Background: an optimization exercise with open tools, aiming at small area. Do not read the settings as production practice.
The RTL was checked by simulation tests, not by an equivalence proof against the original design.
Power and IR drop assume default switching activity.

==> run X <==
## top_soc
module top_soc #(
    parameter ADDR_WIDTH = 32,
    parameter DATA_WIDTH = 32
)(
    input  logic                  ACLK,
    input  logic                  ARESETN,
    input  logic                  AWVALID,
    output logic                  AWREADY,
    input  logic [ADDR_WIDTH-1:0] AWADDR,
    input  logic                  WVALID,
    output logic                  WREADY,
    input  logic [DATA_WIDTH-1:0] WDATA,
    output logic                  BVALID,
    input  logic                  BREADY,
    output logic [1:0]            BRESP,
    input  logic                  ARVALID,
    output logic                  ARREADY,
    input  logic [ADDR_WIDTH-1:0] ARADDR,
    output logic                  RVALID,
    input  logic                  RREADY,
    output logic [DATA_WIDTH-1:0] RDATA,
    output logic [1:0]            RRESP
);
==> module top_soc, before the edit <==
module top_soc #(
    parameter ADDR_WIDTH = 32,
    parameter DATA_WIDTH = 32
)(
    input  logic                  ACLK,
    input  logic                  ARESETN,
    input  logic                  AWVALID,
    output logic                  AWREADY,
    input  logic [ADDR_WIDTH-1:0] AWADDR,
    input  logic                  WVALID,
    output logic                  WREADY,
    input  logic [DATA_WIDTH-1:0] WDATA,
    output logic                  BVALID,
    input  logic                  BREADY,
    output logic [1:0]            BRESP,
    input  logic                  ARVALID,
    output logic                  ARREADY,
    input  logic [ADDR_WIDTH-1:0] ARADDR,
    output logic                  RVALID,
    input  logic                  RREADY,
    output logic [DATA_WIDTH-1:0] RDATA,
    output logic [1:0]            RRESP
);
    logic       aw_ok;
    logic [1:0] aw_cls;
    assign aw_ok  = (AWADDR[1:0] == 2'b00) && (AWADDR[5:4] == 2'b00);
    assign aw_cls = {!aw_ok || AWADDR[2], !aw_ok || (AWADDR[3] && !AWADDR[2])};
    logic       ar_ok;
    logic [2:0] ar_cls;
    assign ar_ok  = (ARADDR[1:0] == 2'b00) && (ARADDR[5:4] == 2'b00);
    assign ar_cls = !ar_ok ? 3'd5 : {1'b0, ARADDR[3:2]} + 3'd1;
    logic        bresp_err;
    logic [1:0]  awc;
    logic [31:0] wdata;
    logic [2:0]  rq;
    logic        rresp_err;
    logic        ctrl_enable;
    logic [31:0] din;
    logic        din_set;       
    logic        active;
    logic [1:0]  cnt;
    logic [31:0] dout;
    logic        dout_set;      
    logic        dout_reg;      
    assign BRESP = {bresp_err, 1'b0};
    assign RRESP = {rresp_err, 1'b0};
    logic aw_q, w_q;
    logic aw_seen, w_seen, wr_en;
    assign aw_seen = aw_q && !BVALID;
    assign w_seen  = w_q;
    assign wr_en   = aw_q && BVALID;
    logic aw_hs, w_hs, wr_go;
    assign aw_hs = AWVALID && AWREADY;
    assign w_hs  = WVALID && WREADY;
    assign wr_go = aw_seen && w_seen;
    always_ff @(posedge ACLK or negedge ARESETN) begin
        if (!ARESETN) begin
            AWREADY   <= 1'b1;
            WREADY    <= 1'b1;
            BVALID    <= 1'b0;
            bresp_err <= 1'b0;
            aw_q      <= 1'b0;
            w_q       <= 1'b0;
        end else begin
            AWREADY <= !aw_q && !BVALID;
            WREADY  <= !w_q && !BVALID;
            aw_q    <= !BVALID && (aw_hs || aw_q);
            w_q     <= !BVALID && !wr_go && (w_hs || w_q);
            BVALID  <= wr_go || (BVALID && !BREADY);
            if (wr_go)
                bresp_err <= (awc == 2'b11);
        end
    end
    always_ff @(posedge ACLK) begin
        if (aw_hs)
            awc <= aw_cls;
        if (w_hs)
            wdata <= WDATA;
    end
    logic wr_din;
    assign wr_din = wr_en && (awc == 2'b01);
    always_ff @(posedge ACLK or negedge ARESETN) begin
        if (!ARESETN) begin
            ctrl_enable <= 1'b0;
            din_set     <= 1'b0;
        end else begin
            if (wr_en && awc == 2'b00)
                ctrl_enable <= wdata[0];
            if (wr_din)
                din_set <= 1'b1;
        end
    end
    always_ff @(posedge ACLK) begin
        if (wr_din)
            din <= wdata;
    end
    logic done;
    assign done = active && (cnt == 2'd3);
    always_ff @(posedge ACLK or negedge ARESETN) begin
        if (!ARESETN) begin
            active   <= 1'b0;
            dout_set <= 1'b0;
            dout_reg <= 1'b0;
        end else begin
            active <= active ? !done : ctrl_enable;
            if (done) begin
                dout_set <= 1'b1;
                dout_reg <= din_set;
            end
        end
    end
    logic [32:4] inc_c;
    logic [31:4] inc_s;
    genvar gi;
    generate
        for (gi = 4; gi < 32; gi = gi + 1) begin : g_inc
            if (gi == 4)
                assign inc_c[gi] = 1'b1;
            else if (gi == 14)
                assign inc_c[gi] = &din[13:4];
            else if (gi == 23)
                assign inc_c[gi] = &din[22:4];
            else
                assign inc_c[gi] = din[gi-1] & inc_c[gi-1];
            assign inc_s[gi] = din[gi] ^ inc_c[gi];
        end
    endgenerate
    assign inc_c[32] = 1'b0;
    always_ff @(posedge ACLK) begin
        cnt <= active ? cnt + 2'd1 : 2'd0;
        if (done)
            dout <= {inc_s, din[3:0]};
    end
    logic ar_hs;
    assign ar_hs = ARVALID && ARREADY;
    logic [31:0] rval;
    always_comb begin
        case (rq)
            3'd1:    rval = {31'b0, ctrl_enable};
            3'd2:    rval = {31'b0, active};
            3'd3:    rval = din_set ? din : 32'b0;
            3'd4:    rval = !dout_set ? 32'b0 : (dout_reg ? dout : 32'h10);
            default: rval = 32'hDEADBEEF;
        endcase
    end
    always_ff @(posedge ACLK or negedge ARESETN) begin
        if (!ARESETN) begin
            ARREADY   <= 1'b1;
            RVALID    <= 1'b0;
            RDATA     <= '0;
            rresp_err <= 1'b0;
            rq        <= 3'd0;
        end else begin
            ARREADY <= !RVALID || RREADY;
            RVALID  <= RVALID ? !RREADY : ar_hs;
            rq      <= ar_hs ? ar_cls : 3'd0;
            if (rq != 3'd0) begin
                RDATA     <= rval;
                rresp_err <= (rq == 3'd5);
            end
        end
    end
endmodule
export LEC_CHECK = 0
export CAP_MARGIN = 20
export CORE_MARGIN = 2
export CORE_UTILIZATION = 40
export SLEW_MARGIN = 20
create_clock -name core_clock -period 5.0 [get_ports {ACLK}]
standard.sh (not shown) runs the stock make flow with config.mk's settings and CLKGATE_MAP_FILE= SYNTH_SCRIPT=/design/flow/synth_recipe.tcl, a recipe that flattens the netlist after the stock synthesis.
==> flow/flow/run.sh <==
#!/bin/bash
# Own layout flow: the standard ORFS flow (standard.sh) with these changes,
# which only change how the logic is mapped and how much buffering is added:
#  - synthesis is synth_recipe.tcl unchanged except that ABC maps the
#    combinational logic with flow/area.abc (area-oriented);
#  - port buffers are sky130_fd_sc_hd__buf_1 (still one on every used port);
#  - CTS uses clkbuf_8 and no dummy loads.
# make's output goes to flow_make.log; each ORFS step keeps its own log in
# orfs/logs/.
set -euo pipefail
here=$(pwd)
cat flow/abc_override.tcl synth_recipe.tcl > my_synth.tcl
sed "s#SYNTH_SCRIPT=[^ ]*#SYNTH_SCRIPT=$here/my_synth.tcl#" standard.sh > my_standard.sh
grep -q "SYNTH_SCRIPT=$here/my_synth.tcl" my_standard.sh
export MY_ABC_SCRIPT=$here/flow/area.abc
export BUFFER_PORTS_ARGS="-buffer_cell sky130_fd_sc_hd__buf_1"
export CTS_ARGS="-sink_clustering_enable -repair_clock_nets -dont_use_dummy_load -buf_list sky130_fd_sc_hd__clkbuf_8"
bash my_standard.sh > flow_make.log 2>&1
==> flow/flow/abc_override.tcl <==
# Prepended to the standard flow's synthesis script (synth_recipe.tcl): the combinational
# mapping (Yosys's abc call) uses the area-oriented ABC script named by
# MY_ABC_SCRIPT instead of ORFS's speed script. Everything else, including the
# flip-flop mapping, is the standard synthesis.
proc abc {args} {
  set i [lsearch $args -script]
  if {$i >= 0 && [info exists ::env(MY_ABC_SCRIPT)] && $::env(MY_ABC_SCRIPT) ne ""} {
    lset args [expr {$i + 1}] $::env(MY_ABC_SCRIPT)
  }
  yosys abc {*}$args
}
==> flow/flow/area.abc <==
&get -n
&st
&syn2
&dch -f
&nf -a -R 1000
&put
topo
dnsize -c
==> run D (differences from run X) <==
--- a/flow/design.v
+++ b/flow/design.v
@@ -28,7 +28,7 @@
     logic       ar_ok;
     logic [2:0] ar_cls;
     assign ar_ok  = (ARADDR[1:0] == 2'b00) && (ARADDR[5:4] == 2'b00);
-    assign ar_cls = !ar_ok ? 3'd5 : {1'b0, ARADDR[3:2]} + 3'd1;
+    assign ar_cls = ar_ok ? {1'b1, ARADDR[3:2]} : 3'b001;
     logic        bresp_err;
     logic [1:0]  awc;
     logic [31:0] wdata;
@@ -116,10 +116,8 @@
         for (gi = 4; gi < 32; gi = gi + 1) begin : g_inc
             if (gi == 4)
                 assign inc_c[gi] = 1'b1;
-            else if (gi == 14)
-                assign inc_c[gi] = &din[13:4];
-            else if (gi == 23)
-                assign inc_c[gi] = &din[22:4];
+            else if (gi == 18)
+                assign inc_c[gi] = &din[17:4];
             else
                 assign inc_c[gi] = din[gi-1] & inc_c[gi-1];
             assign inc_s[gi] = din[gi] ^ inc_c[gi];
@@ -133,16 +131,19 @@
     end
     logic ar_hs;
     assign ar_hs = ARVALID && ARREADY;
+    logic s_hold, s_din, s_dout, s_inv, s_b0, s_b4;
+    assign s_hold = (rq == 3'b000);
+    assign s_din  = (rq == 3'b110) && din_set;
+    assign s_dout = (rq == 3'b111) && dout_set && dout_reg;
+    assign s_inv  = !rq[2] && rq[0];
+    assign s_b0   = ((rq == 3'b100) && ctrl_enable) || ((rq == 3'b101) && active);
+    assign s_b4   = (rq == 3'b111) && dout_set && !dout_reg;
     logic [31:0] rval;
-    always_comb begin
-        case (rq)
-            3'd1:    rval = {31'b0, ctrl_enable};
-            3'd2:    rval = {31'b0, active};
-            3'd3:    rval = din_set ? din : 32'b0;
-            3'd4:    rval = !dout_set ? 32'b0 : (dout_reg ? dout : 32'h10);
-            default: rval = 32'hDEADBEEF;
-        endcase
-    end
+    assign rval = ({32{s_hold}} & RDATA)
+                | ({32{s_din}}  & din)
+                | ({32{s_dout}} & dout)
+                | ({32{s_inv}}  & 32'hDEADBEEF)
+                | {27'b0, s_b4, 3'b0, s_b0};
     always_ff @(posedge ACLK or negedge ARESETN) begin
         if (!ARESETN) begin
             ARREADY   <= 1'b1;
@@ -154,10 +155,9 @@
             ARREADY <= !RVALID || RREADY;
             RVALID  <= RVALID ? !RREADY : ar_hs;
             rq      <= ar_hs ? ar_cls : 3'd0;
-            if (rq != 3'd0) begin
-                RDATA     <= rval;
-                rresp_err <= (rq == 3'd5);
-            end
+            RDATA <= rval;
+            if (!s_hold)
+                rresp_err <= s_inv;
         end
     end
 endmodule
==> flow/flow/area.abc (replaced) <==
&get -n
&st
&dch -f
&nf -a -R 1000
&put
topo
dnsize -c
==> run P (differences from run X) <==
--- a/flow/design.v
+++ b/flow/design.v
@@ -29,7 +29,7 @@
     logic [2:0] ar_cls;
     assign ar_ok  = (ARADDR[1:0] == 2'b00) && (ARADDR[5:4] == 2'b00);
     assign ar_cls = !ar_ok ? 3'd5 : {1'b0, ARADDR[3:2]} + 3'd1;
-    logic        bresp_err;
+    logic        aw_seen, w_seen, wr_en, bresp_err;
     logic [1:0]  awc;
     logic [31:0] wdata;
     logic [2:0]  rq;
@@ -44,28 +44,25 @@
     logic        dout_reg;      
     assign BRESP = {bresp_err, 1'b0};
     assign RRESP = {rresp_err, 1'b0};
-    logic aw_q, w_q;
-    logic aw_seen, w_seen, wr_en;
-    assign aw_seen = aw_q && !BVALID;
-    assign w_seen  = w_q;
-    assign wr_en   = aw_q && BVALID;
     logic aw_hs, w_hs, wr_go;
     assign aw_hs = AWVALID && AWREADY;
     assign w_hs  = WVALID && WREADY;
-    assign wr_go = aw_seen && w_seen;
+    assign wr_go = aw_seen && w_seen && !BVALID;
     always_ff @(posedge ACLK or negedge ARESETN) begin
         if (!ARESETN) begin
             AWREADY   <= 1'b1;
             WREADY    <= 1'b1;
             BVALID    <= 1'b0;
             bresp_err <= 1'b0;
-            aw_q      <= 1'b0;
-            w_q       <= 1'b0;
+            aw_seen   <= 1'b0;
+            w_seen    <= 1'b0;
+            wr_en     <= 1'b0;
         end else begin
-            AWREADY <= !aw_q && !BVALID;
-            WREADY  <= !w_q && !BVALID;
-            aw_q    <= !BVALID && (aw_hs || aw_q);
-            w_q     <= !BVALID && !wr_go && (w_hs || w_q);
+            AWREADY <= !aw_seen && !BVALID;
+            WREADY  <= !w_seen && !BVALID;
+            aw_seen <= !wr_go && (aw_hs || aw_seen);
+            w_seen  <= !wr_go && (w_hs || w_seen);
+            wr_en   <= wr_go;
             BVALID  <= wr_go || (BVALID && !BREADY);
             if (wr_go)
                 bresp_err <= (awc == 2'b11);
@@ -109,27 +106,10 @@
             end
         end
     end
-    logic [32:4] inc_c;
-    logic [31:4] inc_s;
-    genvar gi;
-    generate
-        for (gi = 4; gi < 32; gi = gi + 1) begin : g_inc
-            if (gi == 4)
-                assign inc_c[gi] = 1'b1;
-            else if (gi == 14)
-                assign inc_c[gi] = &din[13:4];
-            else if (gi == 23)
-                assign inc_c[gi] = &din[22:4];
-            else
-                assign inc_c[gi] = din[gi-1] & inc_c[gi-1];
-            assign inc_s[gi] = din[gi] ^ inc_c[gi];
-        end
-    endgenerate
-    assign inc_c[32] = 1'b0;
     always_ff @(posedge ACLK) begin
         cnt <= active ? cnt + 2'd1 : 2'd0;
         if (done)
-            dout <= {inc_s, din[3:0]};
+            dout <= {din[31:4] + 28'd1, din[3:0]};
     end
     logic ar_hs;
     assign ar_hs = ARVALID && ARREADY;
==> flow/flow/run.sh (replaced) <==
#!/bin/bash
# Own layout flow: the standard ORFS flow, with two changes that only
# affect how much buffering is added:
#  - port buffers are sky130_fd_sc_hd__buf_1 (one per used port, as usual);
#  - CTS runs without dummy loads.
# Each tool's output goes to the ORFS logs under orfs/logs/; make's own
# output goes to flow_make.log here.
set -euo pipefail
export BUFFER_PORTS_ARGS="-buffer_cell sky130_fd_sc_hd__buf_1"
export CTS_ARGS="-sink_clustering_enable -repair_clock_nets -dont_use_dummy_load"
bash standard.sh > flow_make.log 2>&1
removed: flow/flow/abc_override.tcl
removed: flow/flow/area.abc
==> run G (differences from run X) <==
--- a/flow/design.v
+++ b/flow/design.v
@@ -29,7 +29,7 @@
     logic [2:0] ar_cls;
     assign ar_ok  = (ARADDR[1:0] == 2'b00) && (ARADDR[5:4] == 2'b00);
     assign ar_cls = !ar_ok ? 3'd5 : {1'b0, ARADDR[3:2]} + 3'd1;
-    logic        bresp_err;
+    logic        aw_seen, w_seen, wr_en, bresp_err;
     logic [1:0]  awc;
     logic [31:0] wdata;
     logic [2:0]  rq;
@@ -44,28 +44,25 @@
     logic        dout_reg;      
     assign BRESP = {bresp_err, 1'b0};
     assign RRESP = {rresp_err, 1'b0};
-    logic aw_q, w_q;
-    logic aw_seen, w_seen, wr_en;
-    assign aw_seen = aw_q && !BVALID;
-    assign w_seen  = w_q;
-    assign wr_en   = aw_q && BVALID;
     logic aw_hs, w_hs, wr_go;
     assign aw_hs = AWVALID && AWREADY;
     assign w_hs  = WVALID && WREADY;
-    assign wr_go = aw_seen && w_seen;
+    assign wr_go = aw_seen && w_seen && !BVALID;
     always_ff @(posedge ACLK or negedge ARESETN) begin
         if (!ARESETN) begin
             AWREADY   <= 1'b1;
             WREADY    <= 1'b1;
             BVALID    <= 1'b0;
             bresp_err <= 1'b0;
-            aw_q      <= 1'b0;
-            w_q       <= 1'b0;
+            aw_seen   <= 1'b0;
+            w_seen    <= 1'b0;
+            wr_en     <= 1'b0;
         end else begin
-            AWREADY <= !aw_q && !BVALID;
-            WREADY  <= !w_q && !BVALID;
-            aw_q    <= !BVALID && (aw_hs || aw_q);
-            w_q     <= !BVALID && !wr_go && (w_hs || w_q);
+            AWREADY <= !aw_seen && !BVALID;
+            WREADY  <= !w_seen && !BVALID;
+            aw_seen <= !wr_go && (aw_hs || aw_seen);
+            w_seen  <= !wr_go && (w_hs || w_seen);
+            wr_en   <= wr_go;
             BVALID  <= wr_go || (BVALID && !BREADY);
             if (wr_go)
                 bresp_err <= (awc == 2'b11);
@@ -109,27 +106,10 @@
             end
         end
     end
-    logic [32:4] inc_c;
-    logic [31:4] inc_s;
-    genvar gi;
-    generate
-        for (gi = 4; gi < 32; gi = gi + 1) begin : g_inc
-            if (gi == 4)
-                assign inc_c[gi] = 1'b1;
-            else if (gi == 14)
-                assign inc_c[gi] = &din[13:4];
-            else if (gi == 23)
-                assign inc_c[gi] = &din[22:4];
-            else
-                assign inc_c[gi] = din[gi-1] & inc_c[gi-1];
-            assign inc_s[gi] = din[gi] ^ inc_c[gi];
-        end
-    endgenerate
-    assign inc_c[32] = 1'b0;
     always_ff @(posedge ACLK) begin
         cnt <= active ? cnt + 2'd1 : 2'd0;
         if (done)
-            dout <= {inc_s, din[3:0]};
+            dout <= {din[31:4] + 28'd1, din[3:0]};
     end
     logic ar_hs;
     assign ar_hs = ARVALID && ARREADY;
==> flow/run.sh (new file) <==
#!/bin/bash
# synth_recipe.tcl (not shown) runs the flow's synth.tcl, then flattens the netlist and writes it again
# the make line also repeats each setting of config.mk as NAME=value (left out here)
make -C /OpenROAD-flow-scripts/flow DESIGN_CONFIG=/design/flow/config.mk WORK_HOME=/design/flow/orfs CLKGATE_MAP_FILE= SYNTH_SCRIPT=/design/flow/synth_recipe.tcl finish
removed: flow/flow/run.sh
removed: flow/flow/abc_override.tcl
removed: flow/flow/area.abc
removed: flow/standard.sh
==> summary.txt <==
Status
  – Status: no timing/DRC/antenna violations

Power and ir drop
  – Seq group: 1.61 mW
  – P_leak: 2.30 nW

Yosys
  – XOR/XNOR Fraction of Synth Area: 0.00480
  – Combinational family with the most area after synthesis: simple AND/OR/NAND/NOR gates
  – Cells after Synth: 359

Timing
  – Worst setup margin: 2.15 ns

Clock network
  – Clk Latency, worst-skew pair: 0.43 ns

Final layout
  – Filler cells: 1186
  – Count of multi-input gates: 194

Hold path
  – Hold Path Origin: wdata[3]
-- figures above: run X

==> summary.txt <==
Status
  – Status: no timing/DRC/antenna violations

Hold path
  – Hold Path Origin: wdata[19]

Final layout
  – Filler cells: 1185
  – Count of multi-input gates: 136

Yosys
  – Combinational family with the most area after synthesis: compound AO/OA/AOI/OAI gates
-- figures above: run D

==> summary.txt <==
Yosys
  – Combinational family with the most area after synthesis: simple AND/OR/NAND/NOR gates
  – Cells after Synth: 399

Status
  – Status: no timing/DRC/antenna violations

Final layout
  – Count of multi-input gates: 209

Timing
  – Worst setup margin: 2.16 ns

Routing
  – Via-per-instance ratio: 5.07

Power and ir drop
  – P_leak: 2.45 nW
  – Seq group: 1.65 mW

Hold path
  – Hold Path Origin: wdata[29]
-- figures above: run P

==> summary.txt <==
Yosys
  – Cells after Synth: 399
  – Combinational family with the most area after synthesis: simple AND/OR/NAND/NOR gates
  – XOR/XNOR Fraction of Synth Area: 0.0398

Hold path
  – Hold Path Origin: wdata[26]

Final layout
  – Count of multi-input gates: 209
  – Filler cells: 1174

Power and ir drop
  – P_leak: 2.80 nW

Status
  – Status: no timing/DRC/antenna violations

Clock network
  – Clk Latency, worst-skew pair: 0.43 ns
-- figures above: run G

-- static timing again, ports no longer ideal --
The flow's constraints put no driver on any port. The routed layouts listed below were extracted and timed again, unchanged, in two steps.
Step 1 assumes that a clkbuf_16 drives the clock port and a buf_2 every other input.
Step 2, shift: input delay + t, output delay - t, t = (earliest + latest rising clock arrival at the registers) / 2. This alone moves slack from input paths to output paths.
a / b / c = no drivers / after step 1 / after step 2; a / b = the first two.
run	t (ns)	setup slack, ns	slew at the worst register clock pin (ns)	worst slew at a driven data input, ns
run X	0.447	2.146 / 2.146 / 2.146	0.08 / 0.08	0.03
run D	0.460	1.299 / 1.299 / 1.299	0.07 / 0.07	0.04
run P	0.443	2.158 / 2.158 / 2.158	0.06 / 0.06	0.03
run G	0.460	2.140 / 2.140 / 2.140	0.06 / 0.06	0.04
After both steps every run listed still meets setup and hold.
